From an optimization exercise on the open Yosys and OpenROAD flow, aimed at small area; shortcuts taken in it are not production practice.
Only simulation tests tie the RTL to the original design; equivalence was not proved.
Power figures rest on the tool's default switching activity, not on a simulated workload.

Setup of run a:
// tamagotchi_top
module tamagotchi_top (
    input        clk,
    input        reset,        
    input        btn_salud,    
    input        btn_ali,      
    input        btn_reset,    
    input        btn_test,     
    input        ult,          
    input        gyro,         
    output       rs,
    output       rw,
    output       enable,
    output [7:0] data,
    output [6:0] seg_display,
    output       clk_out,
    output       an,
    output       tstled
);
Settings: LEC_CHECK=0, ABC_AREA=1, CAP_MARGIN=20, CORE_MARGIN=2, CORE_UTILIZATION=40, SLEW_MARGIN=20; clock period 10.0 ns.
standard.sh (not shown) runs the stock make flow with config.mk's settings and CLKGATE_MAP_FILE= SYNTH_SCRIPT=/design/flow/synth_recipe.tcl, a recipe that flattens the netlist after the stock synthesis.
==> flow/flow/run.sh <==
#!/bin/bash
# Layout: the standard ORFS flow, with three changes:
#  1. after the standard synthesis, the combinational logic between the
#     registers is re-optimised and re-mapped with Yosys/ABC (&deepsyn with
#     eight seeds, then amap; the smallest result is kept). The registers
#     (names and cells) are left exactly as the standard synthesis made
#     them, and a new netlist is used only if Yosys proves it equivalent to
#     the standard one (otherwise the standard one is kept);
#  2. the port buffers are buf_1 cells;
#  3. the clock tree is built of clkbuf_8 cells, without dummy loads.
# Each tool writes its full output to a log here: synth.log, remap_<seed>.log,
# equiv_<seed>.log, flow.log, and ORFS's per-step logs under orfs/logs/.
set -euo pipefail
W=$(pwd)
YOSYS=$FLOW_HOME/../tools/install/yosys/bin/yosys
LIB=$FLOW_HOME/platforms/sky130hd/lib/sky130_fd_sc_hd__tt_025C_1v80.lib
R=$W/orfs/results/sky130hd/tamagotchi_top/base

bash standard.sh synth > synth.log 2>&1
cp $R/1_2_yosys.v $W/std_netlist.v

DU="-dont_use *probe* -dont_use *lpflow* -dont_use *clkbuf* -dont_use *dly* -dont_use *buf_* -dont_use *sdf* -dont_use *edf* -dont_use *df* -dont_use *dl*"
remap() {   # remap SEED: writes remap_SEED.v and remap_SEED.area if it is proven equivalent
  local S=$1
  printf 'strash\n&get -n\n&deepsyn -T 120 -S %s\n&put\ndch -f\namap\n' $S > $W/remap_$S.abc
  $YOSYS -l remap_$S.log -p "read_liberty -ignore_miss_func -ignore_miss_dir $LIB; \
    blackbox sky130_fd_sc_hd__dfxtp_1 sky130_fd_sc_hd__dfxtp_2 sky130_fd_sc_hd__dfxtp_4 sky130_fd_sc_hd__edfxtp_1 sky130_fd_sc_hd__conb_1; \
    read_verilog $W/std_netlist.v; hierarchy -top $FLOW_TOP; flatten; opt -purge; \
    abc -liberty $LIB $DU -script $W/remap_$S.abc; opt_clean -purge; \
    hilomap -singleton -hicell sky130_fd_sc_hd__conb_1 HI -locell sky130_fd_sc_hd__conb_1 LO; \
    insbuf -buf sky130_fd_sc_hd__buf_1 A X; splitnets; opt_clean -purge; \
    write_verilog -noattr -noexpr -nohex -nodec $W/remap_$S.v; \
    tee -o $W/remap_$S.stat stat -liberty $LIB" > /dev/null 2>&1 || return 0
  grep -q "assign" $W/remap_$S.v && return 0
  $YOSYS -l equiv_$S.log -p "read_liberty -ignore_miss_func -ignore_miss_dir $LIB; \
    read_verilog $W/std_netlist.v; rename $FLOW_TOP gold; read_verilog $W/remap_$S.v; rename $FLOW_TOP gate; \
    flatten gold gate; techmap; opt_clean; async2sync; equiv_make gold gate eq; hierarchy -top eq; \
    equiv_simple -seq 2; equiv_induct -seq 2; equiv_status -assert" > /dev/null 2>&1 || return 0
  grep "Chip area" $W/remap_$S.stat | awk '{print $NF}' > $W/remap_$S.area
}
for S in 1 2 3 4; do remap $S & done
wait
for S in 5 6 7 8; do remap $S & done
wait

BEST=""; BESTA=""
for S in 1 2 3 4 5 6 7 8; do
  if [[ -s $W/remap_$S.area ]]; then
    A=$(cat $W/remap_$S.area)
    if [[ -z "$BEST" ]] || awk "BEGIN{exit !($A < $BESTA)}"; then BEST=$S; BESTA=$A; fi
  fi
done
if [[ -n "$BEST" ]]; then
  echo "remapped netlist used: seed $BEST, area $BESTA" > remap_result.txt
  cp $W/remap_$BEST.v $R/1_2_yosys.v
  rm -f $R/1_synth.odb $R/1_synth.sdc
else
  echo "standard netlist kept" > remap_result.txt
fi

bash standard.sh \
  "BUFFER_PORTS_ARGS=-buffer_cell sky130_fd_sc_hd__buf_1" \
  "CTS_ARGS=-sink_clustering_enable -repair_clock_nets -buf_list sky130_fd_sc_hd__clkbuf_8 -root_buf sky130_fd_sc_hd__clkbuf_8 -sink_clustering_size 20 -sink_clustering_max_diameter 60 -dont_use_dummy_load" \
  finish > flow.log 2>&1
[inputs] run b vs run a
--- a/flow/design.v
+++ b/flow/design.v
@@ -117,27 +117,27 @@
     wire R = ~btn_reset;
     wire T = ~btn_test;
     wire S = ~btn_salud;
     wire A = ~btn_ali;
     wire U = ult;
     wire G = ~gyro;             
     wire tick  = (div == 5'd15);                  
     wire lane0 = (div == 5'd16);                  
     wire lane1 = (div == 5'd17);                  
     wire lane2 = (div == 5'd18);                  
     wire proc  = tick | lane0 | lane1 | lane2;
-    wire c_tm = tick ? test_mode : tm_l;
-    wire c_dm = tick ? dead_mode : dm_l;
+    wire c_tm = tm_l;
+    wire c_dm = dm_l;
     wire c_R  = tick ? R : R_l;
     wire c_T  = tick ? T : T_l;
-    wire c_d2 = tick ? d2 : d2_l;
+    wire c_d2 = d2_l;
     wire [3:0] c_disp = {d3, c_d2, d1, d0};
     wire c_nrm = ~c_dm & ~c_tm;
     wire [3:0] L = lvl0;
     wire [4:0] M = tmr0;
     wire L1  = (L == LV1);
     wire lt5 = LT5_TABLE[L];
     wire n10 = (L != LV10);
     wire tmr_end = (M == T24);
     wire h_ok = ~(H[7:2] == 6'd0 && H[1:0] != 2'b10);    
     wire tv_fire = c_tm & U_l & (X ? c_disp == 4'b0111 : c_disp == 4'b0011) & h_ok;
     wire te_fire = c_tm & G & (X ? c_disp == 4'b0101 : c_disp == 4'b0001) & h_ok;
@@ -205,22 +205,24 @@
             tmr0 <= 5'd0; tmr1 <= 5'd0; tmr2 <= 5'd0; tmr3 <= 5'd0;
         end else begin
             lvl0 <= lvl1; lvl1 <= lvl2; lvl2 <= lvl3;
             tmr0 <= tmr1; tmr1 <= tmr2; tmr2 <= tmr3;
             lvl3 <= proc ? L_next : lvl0;
             tmr3 <= proc ? M_next : tmr0;
         end
     end
     always @(posedge clk) begin
         if (tick) begin
             S_l <= S; A_l <= A; U_l <= U; G_l <= G; R_l <= R; T_l <= T;
+        end
+        if (!(tick | lane0 | lane1)) begin
             tm_l <= test_mode; dm_l <= dead_mode; d2_l <= d2;
         end
     end
     always @(posedge clk) begin
         if (!reset) begin
             d3 <= 1'b1; d1 <= 1'b0; d0 <= 1'b0;
             display_out2 <= 2'b00;
             dead_mode <= 1'b0;
             test_mode <= 1'b0;
             seg_lvl <= LVX;
         end else begin
@@ -266,23 +268,23 @@
 localparam M_SV     = 3'd2;   
 localparam M_CREATE = 3'd3;   
 localparam M_CC1    = 3'd4;   
 localparam M_SCW    = 3'd5;   
 localparam M_WAIT   = 3'd6;   
 localparam C_ZERO = 3'd2, C_FELIZ = 3'd3, C_TRISTE = 3'd1, C_NEUTRO = 3'd0,
            C_DORMIDO = 3'd4, C_MUERTO = 3'd5;
 localparam L_ZERO = 3'd0, L_SALUD = 3'd6, L_ENERGIA = 3'd2, L_COMIDA = 3'd5,
            L_DIVERSION = 3'd4, L_ZZZ = 3'd3, L_MUERTE = 3'd7;
 reg [2:0] mode;
 reg [5:0] n;
-reg t;
+reg t;       
 reg change;
 reg [2:0] sel1, sel2;
 wire [4:0] row;
 glyph_rom U_rom (.s1(sel1), .s2(sel2), .n(n), .ch(change), .q(row));
 assign rw = 1'b0;
 always @(*) begin
     rs = 1'b0;
     data = 8'h00;
     case (mode)
         M_INIT: case (n[1:0])
             2'd1: data = 8'h38;
@@ -297,23 +299,22 @@
         M_SCW: if (!t) data = {1'b1, n[2], 3'b000, change, n[1:0]};
                else begin rs = 1'b1; data = {5'b00000, n[2:0]}; end
         M_WAIT: if (!t) rs = 1'b1;
                 else data = 8'hC4;
         default: ;
     endcase
 end
 always @(posedge clk) begin
     if (!reset) begin
         mode <= M_INIT;
         n <= 6'd0;
-        t <= 1'b0;
         change <= 1'b0;
         sel1 <= C_ZERO;
         sel2 <= L_ZERO;
     end else if (tick) begin
         case (mode)
             M_INIT: begin
                 if (n[1:0] == 2'd3) begin
                     mode <= M_CC0; n <= 6'd0;
                 end else n <= n + 6'd1;
             end
             M_CC0: begin
## What came out
Placeable core area: run a and run b compared, lower one is run a. Lower maximum number of pins on one net before global-route repair among run a and run b: run a. Horizontal die dimension went up slightly going from run a to run b. Run a → run b: synthesized area divided by synthesized cell count went up by 0.053 µm², post-route minimum period grew by 0.13 ns, maximum frequency now smaller. | cell area reported after detailed placement | higher: run b |. The beginning of the critical path comes out U_bucleEspera.n[0]$_SDFFE_PN0P_ in one run and U_bucleEspera.n[1]$_SDFFE_PN0P_ in the other, namely in run b and run a respectively. Run b against run a: via count rose 1.1%, number of core rows about even, global-route track usage on met3 fell 1.6 points. Routed length on met2 (run b over run a): increase, about 1.2%. Compared with run a, run b instantiates a larger number of cells. Cmp run b vs run a: power density normalized to cell area lower in run b. [run b] routed wire length fell about 0.8% relative to run a.

[separate check: timing with driven ports]
In the flow no input, the clock included, has a driving cell. The finished layouts below were timed again as built, in two steps. Step 1, drivers: a clkbuf_16 drives clk and a buf_2 each remaining input, both assumed. Step 2 adds t to the input delays and takes it off the output delays; t is the mean of the earliest and latest rising clock arrival at the registers after step 1. Input paths then give back, and output paths get back, about the clock's delay inside the block. a / b / c = ideal / step 1 / step 2; a / b = the first two.
run | t, ns | slack for setup (ns) | hold slack, ns | pins driven straight from the clock port
run a | 0.403 | 3.062 / 3.025 / 3.428 | 0.441 / 0.441 / 0.441 | 1
run b | 0.381 | 2.931 / 2.899 / 3.280 | 0.423 / 0.423 / 0.423 | 1
After both steps setup and hold are still met in every run listed.
